This design comes from an exercise in tuning for small area and a short achievable clock period on the open sky130 flow, not from production work.
RTL that was checked went through simulation tests only; none was proved equivalent to the original.
No activity file was given, so power comes from the tool's default toggle rates.

## DCIM
module DCIM (
    input clk,
    input rst_n,
    input in_valid,
    input [127:0] in_data1,
    input [127:0] in_data2,
    input [127:0] in_data3,
    input [127:0] in_data4,
    output reg out_valid,
    output reg [12:0] O1,
    output reg [12:0] O2,
    output reg [12:0] O3,
    output reg [12:0] O4
);
reg [5:1] v;
reg [1:0] cnt;
reg l5, l6;
reg keepa1, keepc1;
reg keepa2, keepc2;
reg keepa3, keepc3;
reg keepa4, keepc4;
always @(posedge clk or negedge rst_n) begin
    if (!rst_n) begin
        v <= 5'd0; cnt <= 2'd0; l5 <= 1'b0; l6 <= 1'b0; out_valid <= 1'b0; O1 <= 13'd0; keepa1 <= 1'b0; keepc1 <= 1'b0; O2 <= 13'd0; keepa2 <= 1'b0; keepc2 <= 1'b0; O3 <= 13'd0; keepa3 <= 1'b0; keepc3 <= 1'b0; O4 <= 13'd0; keepa4 <= 1'b0; keepc4 <= 1'b0;
    end else begin
        v <= {v[4:1], in_valid};
        if (v[5]) cnt <= cnt + 2'd1;
        if (v[5]) begin keepa1 <= ~(&cnt); keepc1 <= ~(&cnt); end
  ...
export LEC_CHECK = 0
export CAP_MARGIN = 20
export CORE_MARGIN = 2
export CORE_UTILIZATION = 40
export SETUP_SLACK_MARGIN = 0.8
export SLEW_MARGIN = 20
create_clock -name core_clock -period 2.4 [get_ports {clk}]
standard.sh (not shown) runs the stock make flow with config.mk's settings and CLKGATE_MAP_FILE= SYNTH_SCRIPT=/design/flow/synth_recipe.tcl, a recipe that flattens the netlist after the stock synthesis.
==> flow/flow/run.sh <==
#!/bin/bash
# Standard ORFS layout with two changes:
#  - SYNTH_ARGS=-noabc: skip the abc -fast inside Yosys's generic synth, so the
#    full adders written in the RTL reach extract_fa in their plain polarity
#    (no inverters around every full adder); the final liberty abc still runs.
#  - port buffers use buf_1.
set -euo pipefail
bash standard.sh SYNTH_ARGS=-noabc "BUFFER_PORTS_ARGS=-buffer_cell sky130_fd_sc_hd__buf_1" finish > flow_make.log 2>&1
Rerun with:
- CORE_UTILIZATION: 40 -> 60
The new run completed with no timing, DRC or antenna violations.
Core utilization goes up by 23 points.
Clock power goes down by about 8%.
Worst hold slack improves by 0.018 ns.
Routed wire length goes down by 11%.
Die area goes down by 33%.
Rerun with:
- CORE_UTILIZATION: 60 -> 40
- SETUP_SLACK_MARGIN: 0.8 -> not set
After rerunning:
- The changed run completed with no timing, DRC or antenna violations
- routed wire length rose by 6.7%
- first-iteration DRC count rose by 21%
- sequential power hardly moves
- hold slack is worse by 0.029 ns
- area after synthesis does not change
- sequential cell count is unchanged
- total power fell by 0.31%
- core utilization fell by 25 points
- count of clock-buffer cells in the layout rose by 3
- worst setup slack is worse by 0.18 ns
- combinational power fell by about 7%
Rerun with:
- CORE_UTILIZATION: 40 -> 75
- SETUP_SLACK_MARGIN: not set -> 0.8
=> The changed run did not get past global routing, error GRT-0232; synthesized cell count is unchanged; synthesized area does not change.
Rerun with:
- CORE_UTILIZATION: 75 -> 40
- SETUP_SLACK_MARGIN: 0.8 -> 1.0
With this change the flow passed the timing, design-rule and antenna checks.
Synthesized cell count does not change.
Area after synthesis stays the same.

---

DCIM, a different RTL version from the one above (not shown whole).
Size in the first run: about 1600 cells after synthesis, about 640 flip-flops, roughly 28000 um^2 of cells after synthesis.
Settings: LEC_CHECK=0, CAP_MARGIN=20, CORE_MARGIN=2, CORE_UTILIZATION=60, SETUP_SLACK_MARGIN=0.8, SLEW_MARGIN=20; clock period 2.4 ns.
Scripts as last shown in full above: flow/flow/run.sh
Next try:
CTS_CLUSTER_DIAMETER = 80   (was not set)
CTS_CLUSTER_SIZE = 30   (was not set)
Final area goes down by 2.9%; hold slack gets better by 25 ps; clock-buffer cell count decreases by 58; area after synthesis is unchanged.
No functional check of the RTL was part of any run of this note.

---

Another version of the RTL of DCIM (not shown whole).
For scale: about 1600 cells after synthesis, about 660 flip-flops, about 570 I/O pins, roughly 28000 um^2 of cells after synthesis.
clock: 2.4 ns
lec_check: 0
cap_margin: 20
core_margin: 2
core_utilization: 40
cts_buf_list: sky130_fd_sc_hd__clkbuf_8
cts_cluster_size: 24
slew_margin: 20
Scripts as last shown in full above: flow/flow/run.sh
Change:
- CTS_BUF_LIST: sky130_fd_sc_hd__clkbuf_8 -> unset
- CTS_CLUSTER_SIZE: 24 -> unset
Cell count came out lower by 2.0%.
Total power came out higher by 4.1%.
Global-route usage is about the same.
Worst hold slack gains 0.088 ns.
Combinational power hardly moves.
Sequential power stays flat.
No run of this note included a check of the RTL's function; only the layout flow was run.

---

Another version of the RTL of DCIM (not shown whole).
Size: roughly 2000 cells after synthesis, roughly 490 flip-flops, about 570 I/O pins, ~25000 µm² of cells after synthesis.
==> flow/config.mk <==
export PLATFORM = sky130hd
export DESIGN_NAME = DCIM
export DESIGN_NICKNAME = DCIM
export VERILOG_FILES = /design/flow/design.v
export SDC_FILE = /design/flow/constraint.sdc
export NUM_CORES = 4
export LEC_CHECK = 0
export CAP_MARGIN = 20
export CORE_MARGIN = 2
export CORE_UTILIZATION = 40
export SLEW_MARGIN = 20
==> flow/constraint.sdc <==
create_clock -name core_clock -period 2.4 [get_ports {clk}]
set_input_delay 0.4800 -clock core_clock [delete_from_list [all_inputs] [get_ports {clk}]]
set_output_delay 0.4800 -clock core_clock [all_outputs]
set_load 0.01 [all_outputs]
run.sh (not shown) runs the stock make flow with config.mk's settings and CLKGATE_MAP_FILE= SYNTH_SCRIPT=/design/flow/synth_recipe.tcl, a recipe that flattens the netlist after the stock synthesis.
Stock flow here: none of the scripts above is used.
The starting point completed and failed the layout checks on setup timing.
Change:
==> flow/flow/run.sh (new file) <==
#!/bin/bash
# Standard ORFS layout with two changes:
#  - SYNTH_ARGS=-noabc: skip the abc -fast inside Yosys's generic synth, so the
#    full adders written in the RTL reach extract_fa in their plain polarity
#    (no inverters around every full adder); the final liberty abc still runs.
#  - port buffers use buf_1.
set -euo pipefail
bash standard.sh SYNTH_ARGS=-noabc "BUFFER_PORTS_ARGS=-buffer_cell sky130_fd_sc_hd__buf_1" finish > flow_make.log 2>&1
==> flow/standard.sh (new file) <==
#!/bin/bash
# synth_recipe.tcl (not shown) runs the flow's synth.tcl, then flattens the netlist and writes it again
# the make line also repeats each setting of config.mk as NAME=value (left out here)
make -C /OpenROAD-flow-scripts/flow DESIGN_CONFIG=/design/flow/config.mk WORK_HOME=/design/flow/orfs CLKGATE_MAP_FILE= SYNTH_SCRIPT=/design/flow/synth_recipe.tcl "${@:-finish}"
removed: flow/run.sh
The changed run finished but fails on setup timing; sequential share of layout area increases by 6.2 points; global-route usage is lower by 1.3 points; flip-flop and latch count does not change; cell area decreases by about 17%; total power goes down by 3.8%; non-clock buffer count increases by 14; via count went down by 14%; final cell count drops by 20%; first-iteration DRC count grows by about 26%.
No functional check of the RTL was part of any run of this note.

---

DCIM, a different RTL version from the one above (not shown whole).
For scale: roughly 1600 cells after synthesis, about 660 flip-flops, roughly 570 I/O pins.
## DCIM
module DCIM (
    input clk,
    input rst_n,
    input in_valid,
    input [127:0] in_data1,
    input [127:0] in_data2,
    input [127:0] in_data3,
    input [127:0] in_data4,
    output reg out_valid,
    output reg [12:0] O1,
    output reg [12:0] O2,
    output reg [12:0] O3,
    output reg [12:0] O4
);
==> flow/config.mk <==
export PLATFORM = sky130hd
export DESIGN_NAME = DCIM
export DESIGN_NICKNAME = DCIM
export VERILOG_FILES = /design/flow/design.v
export SDC_FILE = /design/flow/constraint.sdc
export NUM_CORES = 4
export LEC_CHECK = 0
export CAP_MARGIN = 20
export CORE_MARGIN = 2
export CORE_UTILIZATION = 55
export CTS_CLUSTER_DIAMETER = 80
export CTS_CLUSTER_SIZE = 30
export SETUP_SLACK_MARGIN = 0.8
export SLEW_MARGIN = 20
==> flow/constraint.sdc <==
create_clock -name core_clock -period 2.4 [get_ports {clk}]
set_input_delay 0.4800 -clock core_clock [delete_from_list [all_inputs] [get_ports {clk}]]
set_output_delay 0.4800 -clock core_clock [all_outputs]
set_load 0.01 [all_outputs]
standard.sh (not shown) runs the stock make flow with config.mk's settings and CLKGATE_MAP_FILE= SYNTH_SCRIPT=/design/flow/synth_recipe.tcl, a recipe that flattens the netlist after the stock synthesis.
==> flow/flow/run.sh <==
#!/bin/bash
# Standard ORFS layout with two changes:
#  - SYNTH_ARGS=-noabc: skip the abc -fast inside Yosys's generic synth, so the
#    full adders written in the RTL reach extract_fa in their plain polarity
#    (no inverters around every full adder); the final liberty abc still runs.
#  - port buffers use buf_1.
set -euo pipefail
bash standard.sh SYNTH_ARGS=-noabc "BUFFER_PORTS_ARGS=-buffer_cell sky130_fd_sc_hd__buf_1" finish > flow_make.log 2>&1
Edit:
--- a/flow/config.mk
+++ b/flow/config.mk
@@ -9,5 +9,6 @@
 export CORE_MARGIN = 2
-export CORE_UTILIZATION = 55
+export CORE_UTILIZATION = 60
 export CTS_CLUSTER_DIAMETER = 80
 export CTS_CLUSTER_SIZE = 30
+export GPL_TIMING_DRIVEN = 0
 export SETUP_SLACK_MARGIN = 0.8
Non-clock buffer count is higher by 13. Area after synthesis does not change. First-iteration DRC count came out higher slightly. Design area shrinks slightly. Wire length came out higher by a quarter to a third. Register-to-register slack barely changes. Sequential share of layout area goes up by 0.25 points. Fmax goes up slightly. Worst hold slack loses 0.0058 ns. Via count came out higher by a few percent.
Edit:
--- a/flow/config.mk
+++ b/flow/config.mk
@@ -9,6 +9,5 @@
 export CORE_MARGIN = 2
-export CORE_UTILIZATION = 60
+export CORE_UTILIZATION = 66
 export CTS_CLUSTER_DIAMETER = 80
 export CTS_CLUSTER_SIZE = 30
-export GPL_TIMING_DRIVEN = 0
 export SETUP_SLACK_MARGIN = 0.8
- non-clock buffer count decreases by 15
- hold slack improves by 0.039 ns
- clock power decreases by 5.3%
- wire length increases by 14%
- global-route usage increases by 5.3 points
- design area decreases by 0.54%
- clock-buffer cell count is unchanged
- critical path depth stays the same
- combinational power increases by about 5%
- synthesized area does not change
Edit:
--- a/flow/config.mk
+++ b/flow/config.mk
@@ -7,5 +7,6 @@
 export LEC_CHECK = 0
+export ABC_AREA = 1
 export CAP_MARGIN = 20
 export CORE_MARGIN = 2
-export CORE_UTILIZATION = 66
+export CORE_UTILIZATION = 60
 export CTS_CLUSTER_DIAMETER = 80
After rerunning: The new run finished with timing, DRC and antenna clean; final area went up by about 1.2%; sequential cell count does not change; critical path depth does not change; die area climbs by 11%; first-iteration DRC count shrinks by about 34%; non-clock buffer count falls by 6; wire length fell by about 30%; total power goes down by 8.2%; synthesized cell count came out higher by about 17%; worst hold slack got worse by 0.033 ns; worst setup slack is better by 0.0078 ns.

---

DCIM again, from the RTL that the note above started with.
// DCIM
module DCIM (
    input clk,
    input rst_n,
    input in_valid,
    input [127:0] in_data1,
    input [127:0] in_data2,
    input [127:0] in_data3,
    input [127:0] in_data4,
    output reg out_valid,
    output reg [12:0] O1,
    output reg [12:0] O2,
    output reg [12:0] O3,
    output reg [12:0] O4
);
export LEC_CHECK = 0
export CAP_MARGIN = 20
export CORE_MARGIN = 2
export CORE_UTILIZATION = 60
export CTS_CLUSTER_DIAMETER = 80
export CTS_CLUSTER_SIZE = 30
export SETUP_SLACK_MARGIN = 0.8
export SLEW_MARGIN = 20
export TNS_END_PERCENT = 10
create_clock -name core_clock -period 2.4 [get_ports {clk}]
Scripts as last shown in full above: flow/flow/run.sh
The baseline produced a clean layout.
Edit:
--- a/flow/config.mk
+++ b/flow/config.mk
@@ -11,5 +11,6 @@
 export CTS_CLUSTER_DIAMETER = 80
 export CTS_CLUSTER_SIZE = 30
+export GPL_TIMING_DRIVEN = 0
+export PLACE_DENSITY = 0.8
 export SETUP_SLACK_MARGIN = 0.8
 export SLEW_MARGIN = 20
-export TNS_END_PERCENT = 10
- The new run finished clean
- routed wire length drops by 8.5%
- synthesized area is unchanged
- total power came out higher by 2.2%
- count of clock-buffer cells in the layout is lower by 2
- utilization increases by 1.7 points
- clock power went up by 8.1%
- sequential power barely changes
Edit:
--- a/flow/config.mk
+++ b/flow/config.mk
@@ -11,6 +11,4 @@
 export CTS_CLUSTER_DIAMETER = 80
 export CTS_CLUSTER_SIZE = 30
-export GPL_TIMING_DRIVEN = 0
-export PLACE_DENSITY = 0.8
-export SETUP_SLACK_MARGIN = 0.8
+export SETUP_SLACK_MARGIN = 0.85
 export SLEW_MARGIN = 20
Result: The new run ran to the end with no violations. Final cell count barely changes. Sequential cell count does not change. Combinational power went up by about 3%. Sequential power is about the same. Synthesized cell count is unchanged. Setup slack gains 15 ps. Clock skew decreases by 5.2 ps.
Edit:
--- a/flow/config.mk
+++ b/flow/config.mk
@@ -11,4 +11,6 @@
 export CTS_CLUSTER_DIAMETER = 80
 export CTS_CLUSTER_SIZE = 30
-export SETUP_SLACK_MARGIN = 0.85
+export GPL_TIMING_DRIVEN = 0
+export PLACE_DENSITY = 0.7
+export SETUP_SLACK_MARGIN = 0.8
 export SLEW_MARGIN = 20
What happened:
- The new run went through all stages and came out clean
- wire length decreases by about a fifth
- design area is about the same
- synthesized cell count does not change
- register-to-register slack improved by 30 ps
- power decreases by a few percent
- area after synthesis does not change
Edit:
--- a/flow/config.mk
+++ b/flow/config.mk
@@ -11,6 +11,4 @@
 export CTS_CLUSTER_DIAMETER = 80
 export CTS_CLUSTER_SIZE = 30
-export GPL_TIMING_DRIVEN = 0
-export PLACE_DENSITY = 0.7
 export SETUP_SLACK_MARGIN = 0.8
 export SLEW_MARGIN = 20
=>
- sequential share of layout area went up by 0.32 points
- die area is unchanged
- design area falls by 0.69%
- power increases by 1.2%
- worst setup slack gains 24 ps
- non-clock buffer count fell by 20
- global-route usage increases by 4.4 points
- utilization fell by 0.49 points

---

Starting RTL as in the previous note.
==> flow/config.mk <==
export PLATFORM = sky130hd
export DESIGN_NAME = DCIM
export DESIGN_NICKNAME = DCIM
export VERILOG_FILES = /design/flow/design.v
export SDC_FILE = /design/flow/constraint.sdc
export NUM_CORES = 4
export LEC_CHECK = 0
export CAP_MARGIN = 20
export CORE_MARGIN = 2
export CORE_UTILIZATION = 60
export SETUP_SLACK_MARGIN = 0.8
export SLEW_MARGIN = 20
==> flow/constraint.sdc <==
create_clock -name core_clock -period 2.4 [get_ports {clk}]
set_input_delay 0.4800 -clock core_clock [delete_from_list [all_inputs] [get_ports {clk}]]
set_output_delay 0.4800 -clock core_clock [all_outputs]
set_load 0.01 [all_outputs]
Scripts as last shown in full above: flow/flow/run.sh
Then changed:
--- a/flow/config.mk
+++ b/flow/config.mk
@@ -9,4 +9,6 @@
 export CORE_MARGIN = 2
 export CORE_UTILIZATION = 60
-export SETUP_SLACK_MARGIN = 0.8
+export CTS_CLUSTER_DIAMETER = 80
+export CTS_CLUSTER_SIZE = 30
+export SETUP_SLACK_MARGIN = 0.76
 export SLEW_MARGIN = 20
What happened:
- The new run completed without violations
- total power drops by 12%
- final cell count drops by 2.6%
- via count drops by 3.4%
- cell area drops by 4.2%
- maximum frequency climbs by 0.73%

==> static timing again, ports no longer ideal <==
The flow's constraints put no driver on any port. The routed layouts listed below were extracted and timed again, unchanged, in two steps.
Step 1 (the two cells are an assumption about what drives the block):
set clk [get_ports {clk}]
set_driving_cell -lib_cell sky130_fd_sc_hd__clkbuf_16 $clk
set_driving_cell -lib_cell sky130_fd_sc_hd__buf_2 [delete_from_list [all_inputs] $clk]
Step 2 also shifts input and output timing later by t, the mid clock arrival at the registers, as if the neighbouring blocks saw the same clock.
a / b / c = no drivers / after step 1 / after step 2; a / b = the first two.
run	t (ns)	setup WS [ns]	hold WS [ns]	slew at the worst register clock pin (ns)
the first run of note 1	0.641	0.738 / 0.676 / 0.228	0.209 / 0.178 / 0.323	0.06 / 0.06
the second run of note 1	0.624	0.763 / 0.731 / 0.263	0.228 / 0.207 / 0.318	0.06 / 0.06
the third run of note 1	0.647	0.578 / 0.578 / 0.161	0.199 / 0.155 / 0.315	0.06 / 0.06
the fifth run of note 1	0.633	0.765 / 0.760 / 0.213	0.262 / 0.233 / 0.321	0.06 / 0.06
the first run of note 2	0.659	0.739 / 0.693 / 0.194	0.198 / 0.157 / 0.317	0.06 / 0.06
the second run of note 2	0.643	0.691 / 0.691 / 0.212	0.223 / 0.188 / 0.329	0.11 / 0.11
the first run of note 3	0.716	0.297 / 0.297 / 0.199	0.112 / 0.084 / 0.315	0.07 / 0.07
the second run of note 3	0.637	0.288 / 0.288 / 0.202	0.200 / 0.166 / 0.315	0.06 / 0.06
the first run of note 4	0.636	-0.091 / -0.091 / -0.347	0.320 / 0.299 / 0.320	0.06 / 0.06
the second run of note 4	0.631	-0.133 / -0.133 / -0.133	0.306 / 0.306 / 0.306	0.07 / 0.07
the first run of note 5	0.655	0.746 / 0.685 / 0.265	0.197 / 0.166 / 0.323	0.11 / 0.11
the second run of note 5	0.663	0.771 / 0.706 / 0.157	0.191 / 0.173 / 0.328	0.11 / 0.11
the third run of note 5	0.640	0.730 / 0.664 / 0.107	0.230 / 0.192 / 0.333	0.11 / 0.11
the fourth run of note 5	0.649	0.738 / 0.680 / 0.246	0.197 / 0.189 / 0.322	0.11 / 0.11
the first run of note 6	0.639	0.708 / 0.708 / 0.135	0.218 / 0.189 / 0.331	0.11 / 0.11
the second run of note 6	0.641	0.739 / 0.679 / 0.188	0.222 / 0.186 / 0.328	0.11 / 0.11
the third run of note 6	0.653	0.754 / 0.686 / 0.187	0.202 / 0.159 / 0.334	0.11 / 0.11
the fourth run of note 6	0.653	0.731 / 0.672 / 0.167	0.211 / 0.181 / 0.332	0.11 / 0.11
the fifth run of note 6	0.661	0.755 / 0.690 / 0.178	0.013 / -0.026 / 0.331	0.11 / 0.11
the first run of note 7	0.670	0.730 / 0.667 / 0.142	0.021 / -0.015 / 0.326	0.07 / 0.07
the second run of note 7	0.661	0.742 / 0.692 / 0.132	0.012 / -0.026 / 0.331	0.11 / 0.11
For the third run of note 5, which loses most, drivers alone change the setup slack by -0.066 ns; drivers and shift together by -0.623 ns.
